From an optimization exercise on the open Yosys and OpenROAD flow, aimed at a short achievable clock period and few clock cycles; shortcuts taken in it are not production practice.
No functional check of the RTL was part of any run shown here.
The flow treats the clock pin as an ideal source, which a real chip does not have.
No activity file was given, so power comes from the tool's default toggle rates.

### design/flow/config.mk
export PLATFORM = sky130hd
export DESIGN_NAME = ARMLEG
export DESIGN_NICKNAME = ARMLEG
export VERILOG_FILES = /design/flow/design.v
export SDC_FILE = /design/flow/constraint.sdc
export NUM_CORES = 8
export LEC_CHECK = 0
export CAP_MARGIN = 20
export CORE_MARGIN = 2
export CORE_UTILIZATION = 35
export GPL_TIMING_DRIVEN = 1
export SETUP_SLACK_MARGIN = 5
export SLEW_MARGIN = 20
export SYNTH_HIERARCHICAL = 1
### design/flow/constraint.sdc
create_clock -name core_clock -period 8.0 [get_ports {CLOCK}]
set_input_delay 1.6000 -clock core_clock [delete_from_list [all_inputs] [get_ports {CLOCK}]]
set_output_delay 1.6000 -clock core_clock [all_outputs]
set_load 0.01 [all_outputs]
### design/flow/design.v
module ALU (
	input [63:0] base,
	input [8:0] imm,
	output [63:0] addr
);
	wire [8:0] lp, lg;
	wire [8:0] a1, b1, a2, b2, a3, b3, c;
	genvar i;
	generate
		for (i = 0; i < 9; i = i + 1) begin : lo
			Xor2 cp (base[i], imm[i], lp[i]);
			And2 cg (base[i], imm[i], lg[i]);
			if (i >= 1) PreI c1 (lg[i], lp[i], lg[i-1], lp[i-1], a1[i], b1[i]);
			else begin assign a1[i] = ~lg[i]; assign b1[i] = ~lp[i]; end
			if (i >= 2) PreN c2 (a1[i], b1[i], a1[i-2], b1[i-2], a2[i], b2[i]);
			else begin assign a2[i] = ~a1[i]; assign b2[i] = ~b1[i]; end
			if (i >= 4) PreI c3 (a2[i], b2[i], a2[i-4], b2[i-4], a3[i], b3[i]);
			else begin assign a3[i] = ~a2[i]; assign b3[i] = ~b2[i]; end
			if (i >= 8) GenN c4 (a3[i], b3[i], a3[i-8], c[i]);
			else assign c[i] = ~a3[i];
		end
	endgenerate
	wire [8:0] lo_sum = lp ^ {c[7:0], 1'b0};
	wire c9 = c[8];
	wire [54:0] hi = base[63:9];
	wire [54:0] o0 = hi, z0 = ~hi;
	wire [54:0] o1, z1, o2, z2, o3, z3, o4, z4, o5, z5, o6, z6;
	generate
		for (i = 0; i < 55; i = i + 1) begin : pre
			if (i >= 1) begin AndI ao1 (o0[i], o0[i-1], o1[i]); AndI az1 (z0[i], z0[i-1], z1[i]); end
			else begin assign o1[i] = ~o0[i]; assign z1[i] = ~z0[i]; end
			if (i >= 2) begin AndN ao2 (o1[i], o1[i-2], o2[i]); AndN az2 (z1[i], z1[i-2], z2[i]); end
			else begin assign o2[i] = ~o1[i]; assign z2[i] = ~z1[i]; end
			if (i >= 4) begin AndI ao3 (o2[i], o2[i-4], o3[i]); AndI az3 (z2[i], z2[i-4], z3[i]); end
			else begin assign o3[i] = ~o2[i]; assign z3[i] = ~z2[i]; end
			if (i >= 8) begin AndN ao4 (o3[i], o3[i-8], o4[i]); AndN az4 (z3[i], z3[i-8], z4[i]); end
			else begin assign o4[i] = ~o3[i]; assign z4[i] = ~z3[i]; end
			if (i >= 16) begin AndI ao5 (o4[i], o4[i-16], o5[i]); AndI az5 (z4[i], z4[i-16], z5[i]); end
			else begin assign o5[i] = ~o4[i]; assign z5[i] = ~z4[i]; end
			if (i >= 32) begin AndN ao6 (o5[i], o5[i-32], o6[i]); AndN az6 (z5[i], z5[i-32], z6[i]); end
			else begin assign o6[i] = ~o5[i]; assign z6[i] = ~z5[i]; end
		end
	endgenerate
	wire [54:0] ones = {o6[53:0], 1'b1};
	wire [54:0] zeros = {z6[53:0], 1'b1};
	wire up = c9 & ~imm[8];
	wire down = ~c9 & imm[8];
	assign addr = {hi ^ (({55{up}} & ones) | ({55{down}} & zeros)), lo_sum};
endmodule
module ALUControl (
	input [63:0] a,
	input [63:0] b,       
	input cin,
	input add,
	input and_,
	input orr,
	output z
);
	wire [63:0] p, g, an, bad_add;
	genvar i;
	generate
		for (i = 0; i < 64; i = i + 1) begin : bt
			Xor2 cp (a[i], b[i], p[i]);
			Or2 cg (a[i], b[i], g[i]);
			And2 ca (a[i], b[i], an[i]);
			if (i == 0) Xor2 cb (p[i], cin, bad_add[i]);
			else Xor2 cb (p[i], g[i-1], bad_add[i]);
		end
	endgenerate
	wire nz_add, nz_and, nz_orr;
	SignExtend t_add (.v(bad_add), .nz(nz_add));
	SignExtend t_and (.v(an), .nz(nz_and));
	SignExtend t_orr (.v(g), .nz(nz_orr));
	assign z = (add & ~nz_add) | (and_ & ~nz_and) | (orr & ~nz_orr);
endmodule
module Adder (
	input [63:0] a,
	input [63:0] b,
	input cin,
	output [63:0] sum,
	output [63:0] sumn
);
	wire [63:0] p, g;
	genvar i;
	generate
		for (i = 0; i < 64; i = i + 1) begin : pg
			Xor2 cp (a[i], b[i], p[i]);
			And2 cg (a[i], b[i], g[i]);
		end
	endgenerate
	wire [63:0] g0 = {g[62:0], cin};
	wire [63:0] p0 = {p[62:0], 1'b0};
	wire [63:0] g1, p1, g2, p2, g3, p3, g4, p4, g5, p5, g6;
	generate
		for (i = 0; i < 64; i = i + 1) begin : l
			if (i >= 1) PreI c1 (g0[i], p0[i], g0[i-1], p0[i-1], g1[i], p1[i]);
			else begin assign g1[i] = ~g0[i]; assign p1[i] = ~p0[i]; end
			if (i >= 2) PreN c2 (g1[i], p1[i], g1[i-2], p1[i-2], g2[i], p2[i]);
			else begin assign g2[i] = ~g1[i]; assign p2[i] = ~p1[i]; end
			if (i >= 4) PreI c3 (g2[i], p2[i], g2[i-4], p2[i-4], g3[i], p3[i]);
			else begin assign g3[i] = ~g2[i]; assign p3[i] = ~p2[i]; end
			if (i >= 8) PreN c4 (g3[i], p3[i], g3[i-8], p3[i-8], g4[i], p4[i]);
			else begin assign g4[i] = ~g3[i]; assign p4[i] = ~p3[i]; end
			if (i >= 16) PreI c5 (g4[i], p4[i], g4[i-16], p4[i-16], g5[i], p5[i]);
			else begin assign g5[i] = ~g4[i]; assign p5[i] = ~p4[i]; end
			if (i >= 32) GenN c6 (g5[i], p5[i], g5[i-32], g6[i]);
			else assign g6[i] = ~g5[i];
		end
	endgenerate
	generate
		for (i = 0; i < 64; i = i + 1) begin : s
			Xor2 cs (p[i], g6[i], sum[i]);
			Xnor2 cn (p[i], g6[i], sumn[i]);
		end
	endgenerate
endmodule
module ControlUnit (
	input [31:0] inst,
	input [9:0] pc,
	input dwr,              
	input [4:0] d_rd,
	input d_zok,            
	input x_wr,
	input [4:0] x_rd,
	input w_wr,
	input [4:0] w_rd,
	input w_z,
	input [30:0] zf,
	output t0,
	output ta,
	output tb,
	output stall,
	output cbz_d,           
	output cbz_w,           
	output cbz_l,           
	input d_isLD,           
	input x_isLD,           
	output [9:0] q_t,
	output [9:0] q_nt,
	output [9:0] tgt_cbz,
	input btb_hit,
	input [9:0] btb_tgt,
	output [9:0] tgt_b      
);
	wire isB = inst[31:26] == 6'b000101;
	wire isCBZ = inst[31:24] == 8'hB4;
	wire isLDST = (inst[31:23] == 9'b111110000) & ~inst[21];    
	wire [4:0] rn = inst[9:5];
	wire [4:0] rt = inst[4:0];
	wire rt31 = rt == 5'd31;
	wire eq_dt, eq_xt, eq_wt, eq_dn;
	HazardDetectionUnit c_dt (.a(d_rd), .b(rt), .eq(eq_dt));
	HazardDetectionUnit c_xt (.a(x_rd), .b(rt), .eq(eq_xt));
	HazardDetectionUnit c_wt (.a(w_rd), .b(rt), .eq(eq_wt));
	HazardDetectionUnit c_dn (.a(d_rd), .b(rn), .eq(eq_dn));
	wire xt = dwr & eq_dt;
	wire wt = x_wr & eq_xt;
	wire w2t = w_wr & eq_wt;
	wire zrf = rt31 | zf[rt];
	wire e = rt31 | (~xt & ~wt & (w2t ? w_z : zrf));
	assign t0 = isB | (isCBZ & e);
	assign ta = isCBZ & xt & d_zok;
	assign tb = isCBZ & ~xt & wt & ~x_isLD;
	assign cbz_w = isCBZ & ~xt & wt & x_isLD;
	assign cbz_d = isCBZ & ~rt31 & xt & ~d_zok & ~d_isLD;
	assign cbz_l = isCBZ & ~rt31 & xt & d_isLD;
	assign stall = isLDST & dwr & eq_dn;
	wire [9:0] tgtB, tgtC;
	ProgramCounter add_b (.a(pc), .b(inst[9:0]), .sum(tgtB));
	ProgramCounter add_c (.a(pc), .b(inst[14:5]), .sum(tgtC));
	wire [9:0] seq = pc + 10'd1;
	assign tgt_cbz = tgtC;
	assign q_t = stall ? pc : isB ? tgtB : tgtC;
	assign q_nt = stall ? pc : btb_hit ? btb_tgt : seq;
	assign tgt_b = tgtB;
endmodule
module ControlUnitMUX (
	input [9:0] pc,
	input [11:0] v,
	input [12*10-1:0] key,
	input [12*10-1:0] tg,
	input [12*10-1:0] ft,
	input [11:0] c,
	input [12*5-1:0] rt,
	input [11:0] pw,
	input [11:0] busy,
	input [11:0] zr,
	input w_wr, input [4:0] w_rd, input w_z,
	input [9:0] ins_key,
	output reg fold,
	output reg [9:0] fold_tgt,
	output reg known           
);
	reg hit, z;
	reg [4:0] r;
	integer i;
	always @(*) begin
		fold = 1'b0;
		known = 1'b0;
		fold_tgt = 10'b0;
		for (i = 0; i < 12; i = i + 1) begin
			r = rt[i*5 +: 5];
			hit = v[i] && key[i*10 +: 10] == pc;
			z = (w_wr && w_rd == r) ? w_z : zr[i];
			if (hit && !(c[i] && (pw[i] || busy[i])))
				fold = 1'b1;
			if (hit)
				fold_tgt = fold_tgt | ((c[i] && !z) ? ft[i*10 +: 10] : tg[i*10 +: 10]);
			if (v[i] && key[i*10 +: 10] == ins_key)
				known = 1'b1;
		end
	end
endmodule
module DataMemoryMUX (
	input [63:0] a,
	input [63:0] b,
	input add,            
	input sub,
	input and_,
	input orr,
	output z
);
	wire [63:0] p, g, an, bad_add;
	genvar i;
	generate
		for (i = 0; i < 64; i = i + 1) begin : bt
			Xor2 cp (a[i], b[i], p[i]);
			Or2 cg (a[i], b[i], g[i]);
			And2 ca (a[i], b[i], an[i]);
			if (i == 0) assign bad_add[i] = p[i];
			else Xor2 cb (p[i], g[i-1], bad_add[i]);
		end
	endgenerate
	wire nz_add, nz_sub, nz_and, nz_orr;
	SignExtend t_add (.v(bad_add), .nz(nz_add));
	SignExtend t_sub (.v(p), .nz(nz_sub));
	SignExtend t_and (.v(an), .nz(nz_and));
	SignExtend t_orr (.v(g), .nz(nz_orr));
	assign z = (add & ~nz_add) | (sub & ~nz_sub) | (and_ & ~nz_and) | (orr & ~nz_orr);
endmodule
module EXMEM (
	input CLOCK,
	input d,
	output reg q
);
	always @(posedge CLOCK)
		q <= d;
endmodule
module ForwardingUnitALUMuxA (
	input s0, input [63:0] d0,
	input s1, input [63:0] d1,
	input s2, input [63:0] d2,
	output [63:0] y
);
	wire [63:0] n0, n1, n2;
	genvar i;
	generate
		for (i = 0; i < 64; i = i + 1) begin : b
			AndI c0 (s0, d0[i], n0[i]);
			AndI c1 (s1, d1[i], n1[i]);
			AndI c2 (s2, d2[i], n2[i]);
			Nand3 o (n0[i], n1[i], n2[i], y[i]);
		end
	endgenerate
endmodule
module ForwardingUnitALUMuxB (
	input e0s, input [63:0] e0,
	input e1s, input [63:0] e1,
	input e2s, input [63:0] e2,
	input e3s, input [63:0] e3,
	input l0s, input [63:0] l0,
	input l1s, input [63:0] l1,
	output [63:0] y
);
	genvar i;
	generate
		for (i = 0; i < 64; i = i + 1) begin : b
			wire n0, n1, n2, n3, en, m0, m1;
			AndI c0 (e0s, e0[i], n0);
			AndI c1 (e1s, e1[i], n1);
			AndI c2 (e2s, e2[i], n2);
			AndI c3 (e3s, e3[i], n3);
			And4 ce (n0, n1, n2, n3, en);      
			AndI d0 (l0s, l0[i], m0);
			AndI d1 (l1s, l1[i], m1);
			Nand3 o (en, m0, m1, y[i]);
		end
	endgenerate
endmodule
module HazardDetectionUnit (
	input [4:0] a,
	input [4:0] b,
	output eq
);
	wire [4:0] x;
	genvar i;
	generate
		for (i = 0; i < 5; i = i + 1) begin : bt
			Xnor2 c (a[i], b[i], x[i]);
		end
	endgenerate
	wire n0, n1;
	Nand3 c0 (x[0], x[1], x[2], n0);
	AndI c1 (x[3], x[4], n1);
	Nor2 c2 (n0, n1, eq);
endmodule
module IFID (
	input CLOCK,
	input [9:0] d,
	output reg [9:0] q
);
	always @(posedge CLOCK)
		q <= d;
endmodule
module MEMWB (
	input CLOCK,
	input [63:0] d,
	output reg [63:0] q
);
	always @(posedge CLOCK)
		q <= d;
endmodule
module ProgramCounter (
	input [9:0] a,
	input [9:0] b,
	output [9:0] sum
);
	wire [9:0] p = a ^ b;
	wire [9:0] g = a & b;
	wire [9:0] g1, p1, g2, p2, g3, p3, c;
	genvar i;
	generate
		for (i = 0; i < 10; i = i + 1) begin : l
			if (i >= 1) PreI c1 (g[i], p[i], g[i-1], p[i-1], g1[i], p1[i]);
			else begin assign g1[i] = ~g[i]; assign p1[i] = ~p[i]; end
			if (i >= 2) PreN c2 (g1[i], p1[i], g1[i-2], p1[i-2], g2[i], p2[i]);
			else begin assign g2[i] = ~g1[i]; assign p2[i] = ~p1[i]; end
			if (i >= 4) PreI c3 (g2[i], p2[i], g2[i-4], p2[i-4], g3[i], p3[i]);
			else begin assign g3[i] = ~g2[i]; assign p3[i] = ~p2[i]; end
			if (i >= 8) GenN c4 (g3[i], p3[i], g3[i-8], c[i]);
			else assign c[i] = ~g3[i];
		end
	endgenerate
	assign sum = p ^ {c[8:0], 1'b0};
endmodule
module ProgramCounterMUX (
	input [9:0] q_t,
	input [9:0] q_nt,
	input [9:0] d_tgt,
	input [9:0] x_tgt,
	input t0,
	input ta,
	input tb,
	input r1,               
	input r2,               
	input rx,               
	input stall,
	input d_zv,
	input x_zalu,
	output [9:0] pc_next,
	output d_valid_next
);
	wire take = t0 | (ta & d_zv) | (tb & x_zalu);
	wire red = (r1 & x_zalu) | r2;
	assign pc_next = rx ? x_tgt : red ? d_tgt : take ? q_t : q_nt;
	assign d_valid_next = ~rx & ~red & ~stall;
endmodule
module RegisterModule (
	input [31*64-1:0] regs,
	input [4:0] sel,
	output [63:0] q
);
	wire [4:0] seln;
	genvar i, k;
	generate
		for (i = 0; i < 5; i = i + 1) begin : t1
			Inv c (sel[i], seln[i]);
		end
		for (k = 0; k < 8; k = k + 1) begin : s
			wire [4:0] sk;
			for (i = 0; i < 5; i = i + 1) begin : t2
				Inv c (seln[i], sk[i]);
			end
			wire [31*8-1:0] slice;
			for (i = 0; i < 31; i = i + 1) begin : r
				assign slice[i*8 +: 8] = regs[i*64 + k*8 +: 8];
			end
			RegisterMux m (.regs(slice), .sel(sk), .q(q[k*8 +: 8]));
		end
	endgenerate
endmodule
module RegisterMux (
	input [31*8-1:0] regs,
	input [4:0] sel,
	output [7:0] q
);
	wire [7:0] e [0:31];
	genvar i;
	generate
		for (i = 0; i < 31; i = i + 1) begin : ent
			assign e[i] = regs[i*8 +: 8];
		end
	endgenerate
	assign e[31] = 8'b0;
	wire [7:0] m1 [0:7];
	wire [7:0] m2 [0:1];
	generate
		for (i = 0; i < 8; i = i + 1) begin : l1
			assign m1[i] = sel[1] ? (sel[0] ? e[4*i+3] : e[4*i+2]) : (sel[0] ? e[4*i+1] : e[4*i]);
		end
		for (i = 0; i < 2; i = i + 1) begin : l2
			assign m2[i] = sel[3] ? (sel[2] ? m1[4*i+3] : m1[4*i+2]) : (sel[2] ? m1[4*i+1] : m1[4*i]);
		end
	endgenerate
	assign q = sel[4] ? m2[1] : m2[0];
endmodule
module PreI (input g1, input p1, input g0, input p0, output gn, output pn);
	assign gn = ~(g1 | (p1 & g0));
	assign pn = ~(p1 & p0);
endmodule
module PreN (input gn1, input pn1, input gn0, input pn0, output g, output p);
	assign g = ~(gn1 & (pn1 | gn0));
	assign p = ~(pn1 | pn0);
endmodule
module GenI (input g1, input p1, input g0, output gn);
	assign gn = ~(g1 | (p1 & g0));
endmodule
module GenN (input gn1, input pn1, input gn0, output g);
	assign g = ~(gn1 & (pn1 | gn0));
endmodule
module AndI (input a1, input a0, output yn);
	assign yn = ~(a1 & a0);
endmodule
module AndN (input an1, input an0, output y);
	assign y = ~(an1 | an0);
endmodule
module Nand3 (input a, input b, input c, output y);
	assign y = ~(a & b & c);
endmodule
module Xor2 (input a, input b, output y);
	assign y = a ^ b;
endmodule
module Xnor2 (input a, input b, output y);
	assign y = ~(a ^ b);
endmodule
module And2 (input a, input b, output y);
	assign y = a & b;
endmodule
module And4 (input a, input b, input c, input d, output y);
	assign y = a & b & c & d;
endmodule
module Nor2 (input a, input b, output y);
	assign y = ~(a | b);
endmodule
module Inv (input a, output y);
	assign y = ~a;
endmodule
module Or2 (input a, input b, output y);
	assign y = a | b;
endmodule
module SignExtend (
	input [63:0] v,
	output nz
);
	wire [31:0] l1;
	wire [15:0] l2;
	wire [7:0] l3;
	wire [3:0] l4;
	wire [1:0] l5;
	genvar i;
	generate
		for (i = 0; i < 32; i = i + 1) begin : a
			AndN c (v[2*i], v[2*i+1], l1[i]);         
		end
		for (i = 0; i < 16; i = i + 1) begin : b
			AndI c (l1[2*i], l1[2*i+1], l2[i]);       
		end
		for (i = 0; i < 8; i = i + 1) begin : c
			AndN c (l2[2*i], l2[2*i+1], l3[i]);
		end
		for (i = 0; i < 4; i = i + 1) begin : d
			AndI c (l3[2*i], l3[2*i+1], l4[i]);
		end
		for (i = 0; i < 2; i = i + 1) begin : e
			AndN c (l4[2*i], l4[2*i+1], l5[i]);
		end
	endgenerate
	AndI f (l5[0], l5[1], nz);
endmodule
module ARMLEG (
	input CLOCK,
	input RESET,
	output [63:0] imem_addr,
	input [31:0] imem_data,
	output [63:0] dmem_addr,
	output [63:0] dmem_wdata,
	output dmem_we,
	output dmem_re,
	input [63:0] dmem_rdata
);
	integer i;
	reg [9:0] pc;
	reg d_valid;
	reg d_isLD, d_isST, d_add, d_sub, d_and, d_orr, d_cbz, d_wr;
	reg d_cbzW, d_cbzL;             
	reg [4:0] d_rd;
	reg [63:0] d_vn, d_vb;          
	reg d_xa, d_wa, d_w2a, d_ra;    
	reg d_xb, d_wb, d_w2b, d_rb;    
	reg d_xa_add, d_xa_and, d_xa_orr, d_xa_ld;    
	reg d_xb_and, d_xb_orr, d_xb_ld, d_xb_addp, d_xb_addn;
	reg [8:0] d_imm;
	reg [9:0] d_tgt;
	reg [9:0] d_pc;                 
	reg d_zok;
	reg x_isLD, x_isST, x_add, x_and, x_orr, x_sub, x_wr;
	reg x_cbzL;
	reg [9:0] x_tgt;
	reg [4:0] x_rd;
	reg [63:0] x_a, x_bi, x_addr;     
	wire [63:0] x_wd;                 
	wire x_we, x_re;                  
	wire [9:0] pc_out;                
	reg w_wr, w2_wr;
	reg [4:0] w_rd, w2_rd;
	reg [63:0] w_res, w2_res;
	reg w_z;
	wire [63:0] w_data;    
	reg [30:0] w_we;       
	reg [63:0] rf [0:30];
	reg [30:0] zf;
	wire [63:0] x_sum, x_sumn;
	Adder alu_add (.a(x_a), .b(x_bi), .cin(x_sub), .sum(x_sum), .sumn(x_sumn));
	wire [63:0] x_andv = x_a & x_bi;
	wire [63:0] x_orv = x_a | x_bi;
	wire [63:0] x_out, x_out2;
	ForwardingUnitALUMuxB mux_x (.e0s(x_isLD), .e0(dmem_rdata), .e1s(x_and), .e1(x_andv), .e2s(x_orr), .e2(x_orv),
		.e3s(1'b0), .e3(64'b0), .l0s(x_add), .l0(x_sum), .l1s(1'b0), .l1(64'b0), .y(x_out));
	ForwardingUnitALUMuxB mux_x2 (.e0s(x_isLD), .e0(dmem_rdata), .e1s(x_and), .e1(x_andv), .e2s(x_orr), .e2(x_orv),
		.e3s(1'b0), .e3(64'b0), .l0s(x_add), .l0(x_sum), .l1s(1'b0), .l1(64'b0), .y(x_out2));
	wire x_zalu, rdata_nz;
	ALUControl zt_alu (.a(x_a), .b(x_bi), .cin(x_sub), .add(x_add), .and_(x_and), .orr(x_orr), .z(x_zalu));
	SignExtend zt_ld (.v(dmem_rdata), .nz(rdata_nz));
	wire x_ldz = ~rdata_nz;
	wire x_z = x_zalu | (x_isLD & x_ldz);
	assign dmem_addr = x_addr;
	assign dmem_wdata = x_wd;
	assign dmem_we = x_we;
	assign dmem_re = x_re;
	MEMWB w_copy (.CLOCK(CLOCK), .d(x_out2), .q(w_data));
	wire [63:0] va, vb;
	ForwardingUnitALUMuxA mux_a (.s0(d_wa), .d0(w_res), .s1(d_w2a), .d1(w2_res), .s2(d_ra), .d2(d_vn), .y(va));
	ForwardingUnitALUMuxA mux_b (.s0(d_wb), .d0(w_res), .s1(d_w2b), .d1(w2_res), .s2(d_rb), .d2(d_vb), .y(vb));
	wire [63:0] sub64 = {64{d_sub}};
	wire [63:0] opa, opbi;
	ForwardingUnitALUMuxB mux_opa (.e0s(d_xa_and), .e0(x_andv), .e1s(d_xa_orr), .e1(x_orv), .e2s(d_xa_ld), .e2(dmem_rdata),
		.e3s(~d_xa), .e3(va), .l0s(d_xa_add), .l0(x_sum), .l1s(1'b0), .l1(64'b0), .y(opa));
	ForwardingUnitALUMuxB mux_opb (.e0s(d_xb_and), .e0(x_andv ^ sub64), .e1s(d_xb_orr), .e1(x_orv ^ sub64),
		.e2s(d_xb_ld), .e2(dmem_rdata ^ sub64), .e3s(~d_xb), .e3(vb ^ sub64),
		.l0s(d_xb_addp), .l0(x_sum), .l1s(d_xb_addn), .l1(x_sumn), .y(opbi));
	MEMWB wd_copy (.CLOCK(CLOCK), .d(opbi), .q(x_wd));    
	wire [63:0] addr, addr_w, addr_w2, addr_rf;
	ALU agu_w (.base(w_res), .imm(d_imm), .addr(addr_w));
	ALU agu_w2 (.base(w2_res), .imm(d_imm), .addr(addr_w2));
	ALU agu_rf (.base(d_vn), .imm(d_imm), .addr(addr_rf));
	ForwardingUnitALUMuxA mux_addr (.s0(d_wa), .d0(addr_w), .s1(d_w2a), .d1(addr_w2), .s2(d_ra), .d2(addr_rf), .y(addr));
	wire d_zv;
	DataMemoryMUX zt_d (.a(d_vn), .b(d_vb), .add(d_add & ~d_sub), .sub(d_sub), .and_(d_and), .orr(d_orr), .z(d_zv));
	assign imem_addr = {52'b0, pc_out, 2'b00};
	wire [31:0] inst = imem_data;
	wire [10:0] op11 = inst[31:21];
	wire f_isB   = inst[31:26] == 6'b000101;
	wire f_isCBZ = inst[31:24] == 8'hB4;
	wire f_isADD = op11 == 11'h458;
	wire f_isSUB = op11 == 11'h658;
	wire f_isAND = op11 == 11'h450;
	wire f_isORR = op11 == 11'h550;
	wire f_isLD  = op11 == 11'h7C2;
	wire f_isST  = op11 == 11'h7C0;
	wire f_isR   = f_isADD | f_isSUB | f_isAND | f_isORR;
	wire [4:0] f_rn = inst[9:5];
	wire [4:0] f_rm = inst[20:16];
	wire [4:0] f_rt = inst[4:0];
	wire [4:0] f_rb = inst[28] ? f_rt : f_rm;
	wire f_rt31 = f_rt == 5'd31;
	wire [31*64-1:0] rf_flat;
	genvar gi;
	generate
		for (gi = 0; gi < 31; gi = gi + 1) begin : rff
			assign rf_flat[gi*64 +: 64] = rf[gi];
		end
	endgenerate
	wire [63:0] f_vn, f_vb;
	RegisterModule rd_n (.regs(rf_flat), .sel(f_rn), .q(f_vn));
	RegisterModule rd_b (.regs(rf_flat), .sel(f_rb), .q(f_vb));
	wire dwr = d_valid & d_wr;
	wire f_xa = dwr & (d_rd == f_rn);
	wire f_wa = x_wr & (x_rd == f_rn);
	wire f_w2a = w_wr & (w_rd == f_rn);
	wire f_xb = dwr & (d_rd == f_rb);
	wire f_wb = x_wr & (x_rd == f_rb);
	wire f_w2b = w_wr & (w_rd == f_rb);
	reg [11:0] btb_v;
	reg [9:0] btb_key [0:11];
	reg [9:0] btb_tg [0:11];
	reg [11:0] btb_c;                   
	reg [4:0] btb_rt [0:11];            
	reg [11:0] btb_pw;                  
	reg [9:0] btb_ft [0:11];            
	reg [11:0] btb_zr;                  
	reg [11:0] btb_busy;                
	reg [3:0] btb_next;
	wire [9:0] pc_prev = pc - 10'd1;    
	reg ins_v, ins_c, ins_pw;
	reg [9:0] ins_key, ins_tgt;
	reg [4:0] ins_rt;
	wire fold, btb_known;
	wire [9:0] fold_tgt;
	wire [12*10-1:0] btb_key_f, btb_tg_f, btb_ft_f;
	wire [12*5-1:0] btb_rt_f;
	genvar gb;
	generate
		for (gb = 0; gb < 12; gb = gb + 1) begin : bf
			assign btb_key_f[gb*10 +: 10] = btb_key[gb];
			assign btb_tg_f[gb*10 +: 10] = btb_tg[gb];
			assign btb_ft_f[gb*10 +: 10] = btb_ft[gb];
			assign btb_rt_f[gb*5 +: 5] = btb_rt[gb];
		end
	endgenerate
	ControlUnitMUX fold_lookup (.pc(pc), .v(btb_v), .key(btb_key_f), .tg(btb_tg_f), .ft(btb_ft_f),
		.c(btb_c), .rt(btb_rt_f), .pw(btb_pw), .busy(btb_busy), .zr(btb_zr), .w_wr(w_wr), .w_rd(w_rd), .w_z(w_z),
		.ins_key(ins_key),
		.fold(fold), .fold_tgt(fold_tgt), .known(btb_known));
	wire f_wr = (f_isR | f_isLD) & ~f_rt31;    
	reg [4:0] zr_rt;
	integer bj;
	always @(posedge CLOCK) begin
		for (bj = 0; bj < 12; bj = bj + 1) begin
			zr_rt = (ins_v && !btb_known && btb_next == bj) ? ins_rt : btb_rt[bj];
			btb_zr[bj] <= (w_wr && w_rd == zr_rt) ? w_z : zf[zr_rt];
			btb_busy[bj] <= (f_wr && f_rt == zr_rt) || (dwr && d_rd == zr_rt);
		end
	end
	wire [9:0] f_tgtB;
	wire c_t0, c_ta, c_tb, stall, f_cbzD, f_cbzW, f_cbzL;
	wire [9:0] q_t, q_nt, f_tgtC, pc_next;
	wire dv_next;
	ControlUnit fctl (.inst(inst), .pc(pc), .dwr(dwr), .d_rd(d_rd), .d_zok(d_zok),
		.x_wr(x_wr), .x_rd(x_rd), .w_wr(w_wr), .w_rd(w_rd), .w_z(w_z), .zf(zf),
		.t0(c_t0), .ta(c_ta), .tb(c_tb), .stall(stall), .cbz_d(f_cbzD),
		.cbz_w(f_cbzW), .cbz_l(f_cbzL), .d_isLD(d_isLD), .x_isLD(x_isLD),
		.q_t(q_t), .q_nt(q_nt), .tgt_cbz(f_tgtC),
		.btb_hit(fold), .btb_tgt(fold_tgt), .tgt_b(f_tgtB));
	wire f_isNOP = ~f_isB & ~f_isCBZ & ~f_isR & ~f_isLD & ~f_isST;
	wire f_fold = f_isB | f_isCBZ | f_isNOP;
	wire [9:0] f_fold_tgt = f_isB ? f_tgtB : f_isCBZ ? f_tgtC : (pc + 10'd1);
	wire redx = x_cbzL & w_z;
	ProgramCounterMUX pc_mux (.q_t(q_t & {10{~RESET}}), .q_nt(q_nt & {10{~RESET}}), .d_tgt(d_tgt & {10{~RESET}}), .t0(c_t0), .ta(c_ta), .tb(c_tb),
		.x_tgt(x_tgt & {10{~RESET}}),
		.r1(d_valid & d_cbz), .r2(d_valid & d_cbzW & w_z), .rx(redx), .stall(stall), .d_zv(d_zv), .x_zalu(x_zalu),
		.pc_next(pc_next), .d_valid_next(dv_next));
	wire x_ld_next = ~RESET & d_valid & ~redx & d_isLD;
	wire x_st_next = ~RESET & d_valid & ~redx & d_isST;
	wire [9:0] pc_d = pc_next;    
	EXMEM re_copy (.CLOCK(CLOCK), .d(x_ld_next), .q(x_re));
	EXMEM we_copy (.CLOCK(CLOCK), .d(x_st_next), .q(x_we));
	IFID pc_copy (.CLOCK(CLOCK), .d(pc_d), .q(pc_out));
	always @(posedge CLOCK) begin
		pc <= pc_d;
		if (RESET) begin
			btb_v <= 12'b0;
			btb_next <= 4'd0;
		end else if (ins_v && !btb_known) begin
			btb_v[btb_next] <= 1'b1;
			btb_key[btb_next] <= ins_key;
			btb_tg[btb_next] <= ins_tgt;
			btb_c[btb_next] <= ins_c;
			btb_rt[btb_next] <= ins_rt;
			btb_pw[btb_next] <= ins_pw;
			btb_ft[btb_next] <= ins_key + 10'd2;
			btb_next <= (btb_next == 4'd11) ? 4'd0 : btb_next + 4'd1;
		end
		ins_v <= ~RESET & f_fold & (~(f_isCBZ & ~f_rt31) | (d_valid & (d_pc == pc_prev)));
		ins_key <= pc_prev;
		ins_tgt <= f_fold_tgt;
		ins_c <= f_isCBZ & ~f_rt31;
		ins_rt <= f_rt;
		ins_pw <= d_wr & (d_rd == f_rt);
		d_valid <= ~RESET & dv_next;
		d_isLD <= f_isLD;
		d_isST <= f_isST;
		d_add <= f_isADD | f_isSUB;
		d_sub <= f_isSUB;
		d_and <= f_isAND;
		d_orr <= f_isORR;
		d_cbz <= f_cbzD;
		d_cbzW <= f_cbzW;
		d_cbzL <= f_cbzL;
		d_wr <= (f_isR | f_isLD) & ~f_rt31;
		d_rd <= f_rt;
		d_imm <= inst[20:12];
		d_tgt <= f_tgtC;
		d_pc <= pc;
		d_vn <= f_vn;
		d_vb <= f_vb;
		d_xa <= f_xa;
		d_wa <= f_wa;
		d_w2a <= f_w2a & ~f_wa;
		d_ra <= ~f_wa & ~f_w2a;
		d_xb <= f_xb;
		d_zok <= (f_isR) & ~f_xa & ~f_wa & ~f_w2a & ~f_xb & ~f_wb & ~f_w2b;
		d_xa_add <= f_xa & d_add;
		d_xa_and <= f_xa & d_and;
		d_xa_orr <= f_xa & d_orr;
		d_xa_ld <= f_xa & d_isLD;
		d_xb_and <= f_xb & d_and;
		d_xb_orr <= f_xb & d_orr;
		d_xb_ld <= f_xb & d_isLD;
		d_xb_addp <= f_xb & d_add & ~f_isSUB;
		d_xb_addn <= f_xb & d_add & f_isSUB;
		d_wb <= f_wb;
		d_w2b <= f_w2b & ~f_wb;
		d_rb <= ~f_wb & ~f_w2b;
		x_isLD <= x_ld_next;
		x_isST <= x_st_next;
		if (RESET || !d_valid || redx)
			x_wr <= 1'b0;
		else
			x_wr <= d_wr;
		x_cbzL <= ~RESET & d_valid & ~redx & d_cbzL;
		x_tgt <= d_tgt;
		x_add <= d_add;
		x_sub <= d_sub;
		x_and <= d_and;
		x_orr <= d_orr;
		x_rd <= d_rd;
		x_a <= opa;
		x_bi <= opbi;
		x_addr <= addr;
		w_wr <= ~RESET & x_wr;
		w_rd <= x_rd;
		w_res <= x_out;
		w_z <= x_z;
		w2_wr <= ~RESET & w_wr;
		w2_rd <= w_rd;
		w2_res <= w_res;
		for (i = 0; i < 31; i = i + 1)
			w_we[i] <= ~RESET & x_wr & (x_rd == i);
		for (i = 0; i < 31; i = i + 1)
			if (w_we[i]) begin
				rf[i] <= w_data;
				zf[i] <= w_z;
			end
	end
endmodule
### design/flow/flow/run.sh
#!/bin/bash
# Layout flow: the standard synthesis, unchanged, then the standard ORFS
# steps with these settings changed:
#  - ports are buffered with a plain buffer (by default the port buffering
#    picks a delay cell, which the footprint-bound sizing then mostly keeps);
#  - the resizer may swap a cell for one of the same function with another
#    footprint;
#  - CTS ends with a second timing repair pass (flow/extra_repair.tcl).
# Each step's output is kept in a log of its own here.
set -euo pipefail
bash standard.sh synth > synth.log 2>&1
bash standard.sh "BUFFER_PORTS_ARGS=-buffer_cell sky130_fd_sc_hd__buf_6" MATCH_CELL_FOOTPRINT=0 \
	"POST_CTS_TCL=$PWD/flow/extra_repair.tcl" finish > layout.log 2>&1
### design/flow/flow/extra_repair.tcl
# A second timing repair pass at the end of CTS (the first one, ORFS's own,
# often stops with paths it could still improve), then legalize again.
estimate_parasitics -placement
repair_timing_helper
set result [catch { detailed_placement } msg]
if { $result != 0 } {
  error "Detailed placement failed after the extra repair: $msg"
}
check_placement -verbose
estimate_parasitics -placement
report_worst_slack -max
### design/flow/standard.sh
#!/bin/bash
# synth_recipe.tcl (not shown) runs the flow's synth.tcl, then flattens the netlist and writes it again
# the make line also repeats each setting of config.mk as NAME=value (left out here)
make -C /OpenROAD-flow-scripts/flow DESIGN_CONFIG=/design/flow/config.mk WORK_HOME=/design/flow/orfs CLKGATE_MAP_FILE= SYNTH_SCRIPT=/design/flow/synth_recipe.tcl "${@:-finish}"
==> flow_summary.toml, run 1 <==
[placement]
dpl_worst_slack_ps = 2640
dp_hpwl_um = 553000
gp_congestion = 1.07
numPortBuffers = 237

[power_and_ir_drop]
seqPwrFrac_pct = 41.8
p_int_mw = 32.9
power.leakage_nw = 79.6
ir_drop_mv = 0.201
clock_power_share_pct = 37.8
power_switching_mw = 15.2
switching_share_pct = 31.6
comb_power_share_pct = 20.4
p_per_area_nw_per_um2 = 215

[sta]
finalMaxSlewViolations = 0
fin_crit_sh_pct = 48.5
setup_tns_ps = 0
relSlewSlack_pct = 13.8
finalHoldViolations = 0
rsz0062_at_grt = "true"
finalSetupViolations = 0
fin_skew_ps = 123
tightestPinTransition_ps = 1290
fmax_ghz = 0.258
fin_ws_ps = 4120
fin_crit_ps = 3880

[routing]
drtIter0Drc = 20200
first_pass_iters = 8
antenna_left = 0
wl_per_cell_um = 30.5
drc = 0
routed_via_density = 5.78
postRouteWirelength_um = 804000
vias = 152000

[floorplanning]
io_pins = 292
fp.dieH_um = 726
row_count = 265
core_area_um2 = 520000
die_w_um = 726
die-area_um2 = 528000
start_util_pct = 35.1

[flow_run]
cap_violations = 0

[global_routing]
grt_overflow = 0
grt_max_degree = 122
grtUsageTotal_pct = 29.0
grt_pass1_wl_um = 1110000
antenna_found_initial = 73
grt_pass1_vias = 144000

[cells_and_area]
nets = 19200
fin_util_pct = 43.2
drive_gt1_share_pct = 22.4
fill_cells = 48600
multi_input_area_um2 = 97300
area_delta_synth_final_pct = 23.0
seq_area_um2 = 90000

[critical_path]
crit_required_ps = 8910
cp-end-kind = "flop"
critPathKind = "reg2reg"
cp-start-kind = "flop"
worst-r2r-setup-slack_ps = 4120
cp.arrival_ps = 4790
crit_fanout = 7

[outcome]
status = "no timing/DRC/antenna violations"

[logic_synthesis]
syn_avg_cell_area_um2 = 10.4
ys_warn_count = 13
netlist_instances = 17600
syn-cell-area_um2 = 183000

[cts]
cts.sinks = 3231
clock_latency_ps = 1070
cts_tree = "yes"
clk_pin_slew_worst_paths_ps = 70

[hold_path]
min_path_type = "reg2reg"
## placed cells by master, fill, tap and decap left out, types with 74 or more instances in the layout
cell and instances:
buf_6 339, buf_12 102, nand2_1 3490, inv_1 472
o22ai_2 77, xnor2_1 624, buf_4 606, mux4_2 287
nor2_1 1396, a21oi_2 263, o211ai_1 143, or2_1 127
nor3_1 141, o21ai_0 251, o21ai_2 172, nor4_2 86
nand4_1 116, o22ai_1 379, nand3_1 526, or2_2 96
conb_1 694, dfxtp_4 143, xor2_1 716, and2_1 304
and4_1 258, dfxtp_2 262, a21oi_1 231, o221ai_1 190
dfxtp_1 379, a211oi_2 137, edfxtp_1 2447, mux2i_1 1508
a22oi_1 74, clkbuf_16 414
## metal layers
metal	up-vias	GRT usage [%]	routed length (µm)
met5	-	0	173
met4	26	17.2	58500
met3	1915	7.45	89700
met2	9303	43.0	340000
met1	75500	38.2	316000
li1	65600	-	-
## through the flow
| step | hold slack, ps | area [µm²] | cells | total power, mW |
|---|---|---|---|---|
| after floorplan | 324 | 187000 | 18300 | 25.0 |
| after global placement | 327 | 195000 | 24900 | 28.5 |
| after detailed placement | 329 | 195000 | 24900 | 28.5 |
| after global routing | 343 | 225000 | 26300 | 49.4 |
| final | 330 | 225000 | 26400 | 48.2 |
## critical path, stage by stage, from the launching register on
cell       delay (ps)
dfxtp_4           410
buf_6             160
buf_4             150
xnor2_2           130
nand4_1           100
nor3_2             70
nor3_4            200
buf_6             130
nand3_4           130
and3b_4           420
buf_4             180
buf_6             120
nand2_8            80
a2bb2oi_4         300
buf_4             190
nor2_1             40
a21oi_1           180
o22ai_1           190
o41ai_4           540
## state kept, by name (all words and copies together), names as in the netlist, 12 cells and up
register / count
btb_ft: 120
btb_tg: 120
btb_pw: 12
w2_res: 64
btb_busy: 12
w_we: 31
wd_copy.q: 64
x_bi: 64
d_vb: 64
x_addr: 64
btb_rt: 60
btb_key: 108
btb_zr: 12
w_copy.q: 64
x_a: 64
zf: 31
d_vn: 64
btb_v: 12
w_res: 64
rf: 1984
btb_c: 12
## area by class of cell
type,count,share of cell area (%)
multi-input cells,13700,43.3
flip-flops and latches,3231,40.1
repair buffers,1152,5.59
clock buffers,453,4.47
well taps,6942,3.87
inverters,567,1.29
clock inverters,221,1.26
diodes,45,0.0501
repair inverters,11,0.0485
## path summary, 6_finish.rpt
check	start	to	cells after the start
max	ins_key[1]	btb_zr[11]	18
min	d_tgt[1]	x_tgt[1]	0
max reg2reg	ins_key[1]	btb_zr[11]	18
min reg2reg	d_tgt[1]	x_tgt[1]	0
## power by group through the flow
stage	logic (mW)	registers, mW	clock network (mW)
floorplan	5.43	19.6	0
detailed placement	8.12	20.4	0
finish	9.81	20.2	18.2
global route	10.3	20.2	19.0
global placement	8.10	20.4	0
==> run 2: changes to the inputs <==
--- a/design/flow/config.mk
+++ b/design/flow/config.mk
@@ -7,7 +7,7 @@
 export LEC_CHECK = 0
 export CAP_MARGIN = 20
 export CORE_MARGIN = 2
-export CORE_UTILIZATION = 35
+export CORE_UTILIZATION = 30
 export GPL_TIMING_DRIVEN = 1
 export SETUP_SLACK_MARGIN = 5
 export SLEW_MARGIN = 20
==> run 2 against run 1 <==
  * Critical path depth decreased by 2
  * Critical endpoint is now btb_zr[4]
  * Routed wire length rose by 2.4%
  * Sequential power barely moved
  * Register-to-register slack about the same
  * Die area is 17% higher
  * Still clean on timing, DRC and antenna
  * Critical path type unchanged
  * Sequential cell count unchanged
  * Sequential share of layout area barely moved
  * Worst setup slack got worse by 2.8 ps
  * Total power down 2.2%
  * Design area is essentially flat
  * Fmax is essentially flat
==> flow_summary.toml, run 2 <==
[routing]
drc = 0
postRouteWirelength_um = 823000
vias = 152000
routed_via_density = 5.53
met2_length_um = 352000
wl_met1_um = 326000
first_pass_iters = 8
top_layer = "met5"
drtIter0Drc = 20600
wl_per_cell_um = 30.0
antenna_left = 0
wl_met3_um = 84200

[sta]
fmax_ghz = 0.258
fin_crit_ps = 3880
setup_tns_ps = 0
fin_crit_sh_pct = 48.5
fin_skew_ps = 101
finalHoldViolations = 0
relSlewSlack_pct = 19.0
rsz0062_at_grt = "true"
finalSetupViolations = 0
finalMaxSlewViolations = 0
tightestPinTransition_ps = 1210

[cts]
clk_pin_slew_worst_paths_ps = 60
clock_latency_ps = 1050
cts_tree = "yes"
cts.sinks = 3231

[critical_path]
crit_required_ps = 8880
cp-start-kind = "flop"
crit_fanout = 6
critPathKind = "reg2reg"
cp.arrival_ps = 4760
cp-end-kind = "flop"

[logic_synthesis]
syn-cell-area_um2 = 183000
syn_avg_cell_area_um2 = 10.4
ys_warn_count = 13
netlist_instances = 17600

[placement]
numPortBuffers = 237
dpl_cell_area_um2 = 196000
place_inst = 26100
dp_hpwl_um = 570000
gp_congestion = 1.05

[power_and_ir_drop]
comb_power_share_pct = 20.9
power_switching_mw = 15.2
p_int_mw = 31.9
seqPwrFrac_pct = 42.8
power.leakage_nw = 78.8
ir_drop_mv = 0.203
clock_power_share_pct = 36.3
p_per_area_nw_per_um2 = 210
switching_share_pct = 32.2

[flow_run]
cap_violations = 0

[floorplanning]
die_w_um = 784
start_util_pct = 30.1
row_count = 286
fp.dieH_um = 784
io_pins = 292
die-area_um2 = 615000
core_area_um2 = 607000

[cells_and_area]
layout_common_cells = "3494 x nand2_1, 2447 x edfxtp_1, 1512 x mux2i_1"
finish.instance_area_um2 = 224000
final_common_cell = "nand2_1"
nets = 19100
drive_gt1_share_pct = 21.6
regMostFlops = "rf"
area_delta_synth_final_pct = 22.9
stdcell_count = 27400
largestRegisters = "rf: 1984 flops, btb_ft: 120 flops, btb_tg: 120 flops"
largest_register_ffs = 1984

[outcome]
status = "no timing/DRC/antenna violations"

[global_routing]
grt_pass1_vias = 143000
grt_pass1_wl_um = 1120000
antenna_found_initial = 86
grtUsageTotal_pct = 25.3
grt_max_degree = 112
grt_overflow = 0

[hold_path]
min_path_type = "reg2reg"
## run 2: path summary, 6_finish.rpt
| check | to | cells past startpoint | slack, ps | startpoint |
|---|---|---|---|---|
| hold reg to reg | x_tgt[8] | 0 | 340 | d_tgt[8] |
| setup / recovery | btb_zr[4] | 16 | 4120 | ins_key[7] |
| setup reg to reg | btb_zr[4] | 16 | 4120 | ins_key[7] |
| hold / removal | x_tgt[8] | 0 | 340 | d_tgt[8] |
## run 2: final cells by class
cell class | count | area (µm²)
multi-input cells | 13700 | 96900
fillers | 59300 | 382000
repair inverters | 7 | 76.3
clock buffers | 472 | 9750
repair buffers | 1085 | 12500
flip-flops and latches | 3231 | 90100
clock inverters | 194 | 2160
inverters | 567 | 2800
well taps | 8064 | 10100
diodes | 57 | 143
## run 2: per-layer routing
metal	global-route usage [%]	up-vias
met5	0	-
met4	15.9	42
met3	5.40	1862
met2	37.8	9008
met1	33.4	75200
li1	-	65400
## run 2: stage by stage
stage          setup slack, ps  hold slack, ps  total power, mW  utilization, %
2_1_floorplan             4630             324             25.0               -
3_3_place_gp              2430             326             28.6            32.4
3_5_place_dp              2350             328             28.6            32.4
5_1_grt                   3970             325             48.4            37.0
6_report                  4120             339             47.1            37.0
## run 2: power groups by stage
stage	registers, mW	clock network [mW]	logic, mW
6_report	20.2	17.1	9.86
5_1_grt	20.2	17.9	10.3
3_5_place_dp	20.4	0	8.22
3_3_place_gp	20.4	0	8.21
2_1_floorplan	19.6	0	5.43
## run 2: critical path: stages, from the launching register on
cell and delay (ps):
dfxtp_4 400, xor2_1 190, nor4_2 320, nand4_1 250
o22ai_2 300, nor2_4 90, nand3_4 150, nand3b_1 210
buf_6 160, nor2_4 60, buf_6 170, a21oi_4 250
mux2i_1 220, a211oi_1 120, or4_4 570, o31ai_4 80
mux2i_4 150
==> run 3: changes to the inputs <==
--- a/design/flow/design.v
+++ b/design/flow/design.v
@@ -181,31 +181,26 @@
 	input [12*10-1:0] tg,
 	input [12*10-1:0] ft,
 	input [11:0] c,
-	input [12*5-1:0] rt,
 	input [11:0] pw,
 	input [11:0] busy,
 	input [11:0] zr,
-	input w_wr, input [4:0] w_rd, input w_z,
 	input [9:0] ins_key,
 	output reg fold,
 	output reg [9:0] fold_tgt,
 	output reg known           
 );
-	reg hit, z;
-	reg [4:0] r;
+	reg hit;
 	integer i;
 	always @(*) begin
 		fold = 1'b0;
 		known = 1'b0;
 		fold_tgt = 10'b0;
 		for (i = 0; i < 12; i = i + 1) begin
-			r = rt[i*5 +: 5];
 			hit = v[i] && key[i*10 +: 10] == pc;
-			z = (w_wr && w_rd == r) ? w_z : zr[i];
 			if (hit && !(c[i] && (pw[i] || busy[i])))
 				fold = 1'b1;
 			if (hit)
-				fold_tgt = fold_tgt | ((c[i] && !z) ? ft[i*10 +: 10] : tg[i*10 +: 10]);
+				fold_tgt = fold_tgt | ((c[i] && !zr[i]) ? ft[i*10 +: 10] : tg[i*10 +: 10]);
 			if (v[i] && key[i*10 +: 10] == ins_key)
 				known = 1'b1;
 		end
@@ -617,28 +612,26 @@
 	wire fold, btb_known;
 	wire [9:0] fold_tgt;
 	wire [12*10-1:0] btb_key_f, btb_tg_f, btb_ft_f;
-	wire [12*5-1:0] btb_rt_f;
 	genvar gb;
 	generate
 		for (gb = 0; gb < 12; gb = gb + 1) begin : bf
 			assign btb_key_f[gb*10 +: 10] = btb_key[gb];
 			assign btb_tg_f[gb*10 +: 10] = btb_tg[gb];
 			assign btb_ft_f[gb*10 +: 10] = btb_ft[gb];
-			assign btb_rt_f[gb*5 +: 5] = btb_rt[gb];
 		end
 	endgenerate
 	ControlUnitMUX fold_lookup (.pc(pc), .v(btb_v), .key(btb_key_f), .tg(btb_tg_f), .ft(btb_ft_f),
-		.c(btb_c), .rt(btb_rt_f), .pw(btb_pw), .busy(btb_busy), .zr(btb_zr), .w_wr(w_wr), .w_rd(w_rd), .w_z(w_z),
+		.c(btb_c), .pw(btb_pw), .busy(btb_busy), .zr(btb_zr),
 		.ins_key(ins_key),
 		.fold(fold), .fold_tgt(fold_tgt), .known(btb_known));
 	wire f_wr = (f_isR | f_isLD) & ~f_rt31;    
-	reg [4:0] zr_rt;
 	integer bj;
 	always @(posedge CLOCK) begin
 		for (bj = 0; bj < 12; bj = bj + 1) begin
-			zr_rt = (ins_v && !btb_known && btb_next == bj) ? ins_rt : btb_rt[bj];
-			btb_zr[bj] <= (w_wr && w_rd == zr_rt) ? w_z : zf[zr_rt];
-			btb_busy[bj] <= (f_wr && f_rt == zr_rt) || (dwr && d_rd == zr_rt);
+			btb_zr[bj] <= zf[btb_rt[bj]];
+			btb_busy[bj] <= (f_wr && f_rt == btb_rt[bj]) || (dwr && d_rd == btb_rt[bj]) ||
+			                (x_wr && x_rd == btb_rt[bj]) || (w_wr && w_rd == btb_rt[bj]) ||
+			                (ins_v && btb_next == bj);
 		end
 	end
 	wire [9:0] f_tgtB;
--- a/design/flow/config.mk
+++ b/design/flow/config.mk
@@ -7,7 +7,7 @@
 export LEC_CHECK = 0
 export CAP_MARGIN = 20
 export CORE_MARGIN = 2
-export CORE_UTILIZATION = 30
+export CORE_UTILIZATION = 35
 export GPL_TIMING_DRIVEN = 1
 export SETUP_SLACK_MARGIN = 5
 export SLEW_MARGIN = 20
==> run 3 against run 2 <==
  * Still clean
  * Worst hold slack worse by 19 ps
  * Total power down 0.19%
  * Sequential share of layout area up 1.5 points
  * Register-to-register slack better by 690 ps
  * Cell count down 8.0%
  * Non-clock buffer count down 273
  * First-iteration DRC count down 12%
  * Sequential power about the same
  * Via count down 5.0%
  * Synthesized area down 1.2%
  * Combinational power down 2%
  * Clock power about the same
  * Critical endpoint is now dmem_addr[61]
  * Largest power group unchanged
==> flow_summary.toml, run 3 <==
[logic_synthesis]
syn-cell-area_um2 = 181000
ys_warn_count = 13
syn_avg_cell_area_um2 = 10.6
netlist_instances = 17100

[hold_path]
min_from = "d_tgt[0]"
hold_depth = 0
min_path_type = "reg2reg"
min_to = "x_tgt[0]"

[floorplanning]
fp.dieH_um = 722
start_util_pct = 35.2
die-area_um2 = 522000
die_w_um = 722
core_area_um2 = 513000
io_pins = 292
row_count = 263

[routing]
antenna_left = 0
vias = 144000
first_pass_iters = 6
drtIter0Drc = 18100
routed_via_density = 5.71
wl_per_cell_um = 30.1
drc = 0
postRouteWirelength_um = 758000

[sta]
rsz0062_at_grt = "true"
finalMaxSlewViolations = 0
fmax_ghz = 0.297
fin_crit_sh_pct = 42.1
fin_skew_ps = 117
fin_crit_ps = 3370
tightestPinTransition_ps = 1160
finalSetupViolations = 0
finalHoldViolations = 0
setup_tns_ps = 0
relSlewSlack_pct = 22.4

[placement]
numPortBuffers = 237
gp_congestion = 1.03
dp_hpwl_um = 519000
place_inst = 24100

[cells_and_area]
largest_register_ffs = 1984
drive_gt1_share_pct = 21.0
final_common_cell = "nand2_1"
area_delta_synth_final_pct = 19.8
fin_util_pct = 42.1
largestRegisters = "rf: 1984 flops, btb_ft: 120 flops, btb_tg: 120 flops"
nets = 18200
stdcell_count = 25200
layout_common_cells = "3399 x nand2_1, 2447 x edfxtp_1, 1552 x mux2i_1"
regMostFlops = "rf"

[cts]
clock_latency_ps = 1050
cts.sinks = 3231
cts_tree = "yes"
clk_pin_slew_worst_paths_ps = 60

[critical_path]
regToRegStartpoint = "pc[3]"
worst-r2r-setup-slack_ps = 4810
cp_slowest_cell = "dfxtp_4"
r2r_cells = 17
critPathKind = "reg2out"
cp-end-kind = "primary output"
crit_required_ps = 6400
path_cells = "buf_6"
timing.rr.end = "pc[0]"
crit_family = "flip-flops"
worst-path-buf-inv = 1
crit_path_max_incr_delay_ps = 550
cp.arrival_ps = 1770
cp-start-kind = "flop"
crit_fanout = 1

[power_and_ir_drop]
finalPower_mw = 47.0
p_per_area_nw_per_um2 = 217
ir_drop_mv = 0.199
power.leakage_nw = 76.2

[flow_run]
cap_violations = 0

[global_routing]
grt_max_degree = 107
grt_pass1_wl_um = 1040000
grt_pass1_vias = 136000
antenna_found_initial = 68
grt_overflow = 0
grtUsageTotal_pct = 27.8

[outcome]
status = "no timing/DRC/antenna violations"
==> run 3: how the worst max path moves through the flow <==
| stage | start | end | slack [ps] | cells after the start |
|---|---|---|---|---|
| 2_1_floorplan | imem_data[0] | pc[8] | 4520 | 10 |
| 3_3_place_gp | imem_data[0] | d_vb[43] | 2840 | 10 |
| 3_5_place_dp | imem_data[0] | d_vb[20] | 2760 | 10 |
| 5_1_grt | x_addr[57] | dmem_addr[57] | 4650 | 1 |
| 6_report | x_addr[61] | dmem_addr[61] | 4630 | 1 |
==> run 3: layout make-up <==
cell class,instances,area (µm²)
antenna,53,133
clock buffer,458,9710
clock inverter,207,2440
fill,48300,297000
inverter,558,2870
multi-input combinational,13100,93400
sequential,3231,90000
tap,6757,8450
timing repair buffer,812,9300
timing repair inverter,7,53.8
==> run 3: stage by stage <==
step | setup WS (ps) | area, µm² | hold WS [ps]
after global routing | 4650 | 216000 | 335
after global placement | 2840 | 192000 | 328
after floorplan | 4520 | 184000 | 324
after detailed placement | 2760 | 192000 | 331
final | 4630 | 216000 | 321
==> run 3: per-layer routing <==
metal  routed length, µm  track usage, %
met1              311000            38.0
met2              327000            42.0
met3               71800            5.29
met4               47100            14.2
met5                 138               0
==> run 3: power by group <==
part	leakage, nW	internal [mW]	switching [mW]
Sequential	28.9	18.7	1.34
Clock	5.95	9.92	7.40
Combinational	41.3	3.48	6.19
Total	76.2	32.1	14.9
==> run 4: changes to the inputs <==
--- a/design/flow/config.mk
+++ b/design/flow/config.mk
@@ -7,7 +7,7 @@
 export LEC_CHECK = 0
 export CAP_MARGIN = 20
 export CORE_MARGIN = 2
-export CORE_UTILIZATION = 35
+export CORE_UTILIZATION = 30
 export GPL_TIMING_DRIVEN = 1
 export SETUP_SLACK_MARGIN = 5
 export SLEW_MARGIN = 20
==> run 4 against run 3 <==
  * Largest power group unchanged
  * Largest cell class unchanged
  * Fmax is 2.2% higher
  * Synthesized area stayed put
  * First-iteration DRC count is 1.9% higher
  * Still clean on timing, DRC and antenna
  * Worst setup slack better by 74 ps
  * Non-clock buffer count is 20 lower
  * Combinational power is 2.6% higher
  * Sequential share of layout area is 0.31 points lower
  * Die area is 17% higher
==> flow_summary.toml, run 4 <==
[global_routing]
grt_max_degree = 130
antenna_found_initial = 64
grtUsageTotal_pct = 23.9
grt_pass1_vias = 137000
grt_pass1_wl_um = 1060000
grt_overflow = 0

[routing]
routed_via_density = 5.46
drc = 0
drtIter0Drc = 18400
postRouteWirelength_um = 769000
antenna_left = 0
first_pass_iters = 8
wl_per_cell_um = 29.1
vias = 144000

[power_and_ir_drop]
finalPower_mw = 47.2
p_per_area_nw_per_um2 = 216
power.leakage_nw = 76.1
ir_drop_mv = 0.213

[placement]
dpl_cell_area_um2 = 194000
gp_congestion = 1.02
numPortBuffers = 237
dp_hpwl_um = 534000

[floorplanning]
die_w_um = 780
die-area_um2 = 608000
core_area_um2 = 599000
start_util_pct = 30.2
io_pins = 292
row_count = 284
fp.dieH_um = 780

[cells_and_area]
area_delta_synth_final_pct = 20.7
regMostFlops = "rf"
largestRegisters = "rf: 1984 flops, btb_ft: 120 flops, btb_tg: 120 flops"
fill_cells = 58600
fin_util_pct = 36.4
drive_gt1_share_pct = 20.8
final_common_cell = "nand2_1"
layout_common_cells = "3392 x nand2_1, 2447 x edfxtp_1, 1548 x mux2i_1"
largest_register_ffs = 1984
nets = 18200
finish.instance_area_um2 = 218000

[hold_path]
min_path_type = "reg2reg"

[critical_path]
regToRegStartpoint = "d_vb[39]"
cp.depth = 1
crit_fanout = 1
crit_path_max_incr_delay_ps = 490
critical_path.startpoint = "x_addr[52]"
cp-start-kind = "flop"
cp_slowest_cell = "dfxtp_4"
crit_path_end = "dmem_addr[52]"
worst-path-buf-inv = 1
critPathKind = "reg2out"
cp.arrival_ps = 1690
crit_required_ps = 6400
r2r_cells = 14
cp-end-kind = "primary output"
path_cells = "buf_6"
timing.rr.end = "pc_copy.q[7]"
crit_family = "flip-flops"
worst-r2r-setup-slack_ps = 4930

[flow_run]
cap_violations = 0

[logic_synthesis]
netlist_instances = 17100
syn_avg_cell_area_um2 = 10.6
ys_warn_count = 13
syn-cell-area_um2 = 181000

[sta]
finalSetupViolations = 0
fin_crit_ps = 3290
hold_ws_ps = 281
finalHoldViolations = 0
fin_skew_ps = 150
relSlewSlack_pct = 23.1
tightestPinTransition_ps = 1150
fmax_ghz = 0.304
rsz0062_at_grt = "true"
fin_crit_sh_pct = 41.2
setup_tns_ps = 0
finalMaxSlewViolations = 0

[cts]
clock_latency_ps = 1070
cts_tree = "yes"
cts.sinks = 3231
clk_pin_slew_worst_paths_ps = 70

[outcome]
status = "no timing/DRC/antenna violations"
-- run 4: layer usage --
| layer | global-route usage, % | share of wire [%] |
|---|---|---|
| met1 | 31.7 | 40 |
| met2 | 36.8 | 44 |
| met3 | 4.67 | 9.7 |
| met4 | 13.0 | 6.6 |
| met5 | 0 | 0.017 |
-- run 4: through the flow --
| step | std cells | worst slack, ps |
|---|---|---|
| floorplan | 17800 | 4520 |
| global placement | 25400 | 2850 |
| detailed placement | 25400 | 2730 |
| global route | 26400 | 4690 |
| finish | 26400 | 4710 |
-- run 4: worst register-to-register path: cells and delay by family (launching register included) --
| kind | cells | cell delay [ps] |
|---|---|---|
| flops | 1 | 420 |
| compound gates | 2 | 220 |
| simple gates | 10 | 1940 |
| buf+inv | 2 | 350 |
-- run 4: area by class of cell --
cell class	count	area, µm²	share of cell area, %
repair buffers	792	9130	4.19
well taps	8008	10000	4.60
flip-flops and latches	3231	90000	41.3
multi-input cells	13100	93600	43.0
clock inverters	187	2410	1.10
repair inverters	7	75.1	0.0345
inverters	558	2920	1.34
clock buffers	461	9650	4.43
diodes	38	95.1	0.0436
-- run 4: how the worst min path moves through the flow --
| stage | slack [ps] | to | cells past startpoint | start |
|---|---|---|---|---|
| 6_report | 280 | x_tgt[4] | 0 | d_tgt[4] |
| 5_1_grt | 300 | x_tgt[4] | 0 | d_tgt[4] |
| 2_1_floorplan | 320 | x_tgt[0] | 0 | d_tgt[0] |
| 3_3_place_gp | 330 | x_tgt[1] | 0 | d_tgt[1] |
| 3_5_place_dp | 330 | x_tgt[1] | 0 | d_tgt[1] |
-- run 4: report_power, final --
| part | internal (mW) | total [mW] | switching (mW) | leakage, nW |
|---|---|---|---|---|
| combinational | 3.58 | 9.92 | 6.33 | 41.4 |
| clock | 9.94 | 17.3 | 7.34 | 5.85 |
| sequential | 18.7 | 20.0 | 1.28 | 28.9 |
| total | 32.2 | 47.2 | 15.0 | 76.1 |

-- port drivers added, routing unchanged --
How much do the figures lean on ideal ports? The routed layouts below were timed once more, with nothing changed but the port constraints. Step 1: set_driving_cell puts a clkbuf_16 on CLOCK and a buf_2 on each other input, an assumption about the parent block. Step 2, shift: input delay + t, output delay - t, t = (earliest + latest rising clock arrival at the registers) / 2. This alone moves slack from input paths to output paths. a / b / c = ideal / step 1 / step 2; a / b = the first two.
| run | t, ns | setup slack, ns | worst register clock-pin slew, ns |
|---|---|---|---|
| run 1 | 1.150 | 4.121 / 4.121 / 3.451 | 0.07 / 0.07 |
| run 2 | 1.143 | 4.118 / 4.118 / 3.501 | 0.08 / 0.08 |
| run 3 | 1.120 | 4.634 / 4.508 / 3.791 | 0.08 / 0.08 |
| run 4 | 1.125 | 4.708 / 4.578 / 3.807 | 0.08 / 0.08 |
After both steps setup and hold are still met in every run listed. For run 4, which loses most, drivers alone change the setup slack by -0.130 ns; drivers and shift together by -0.901 ns.
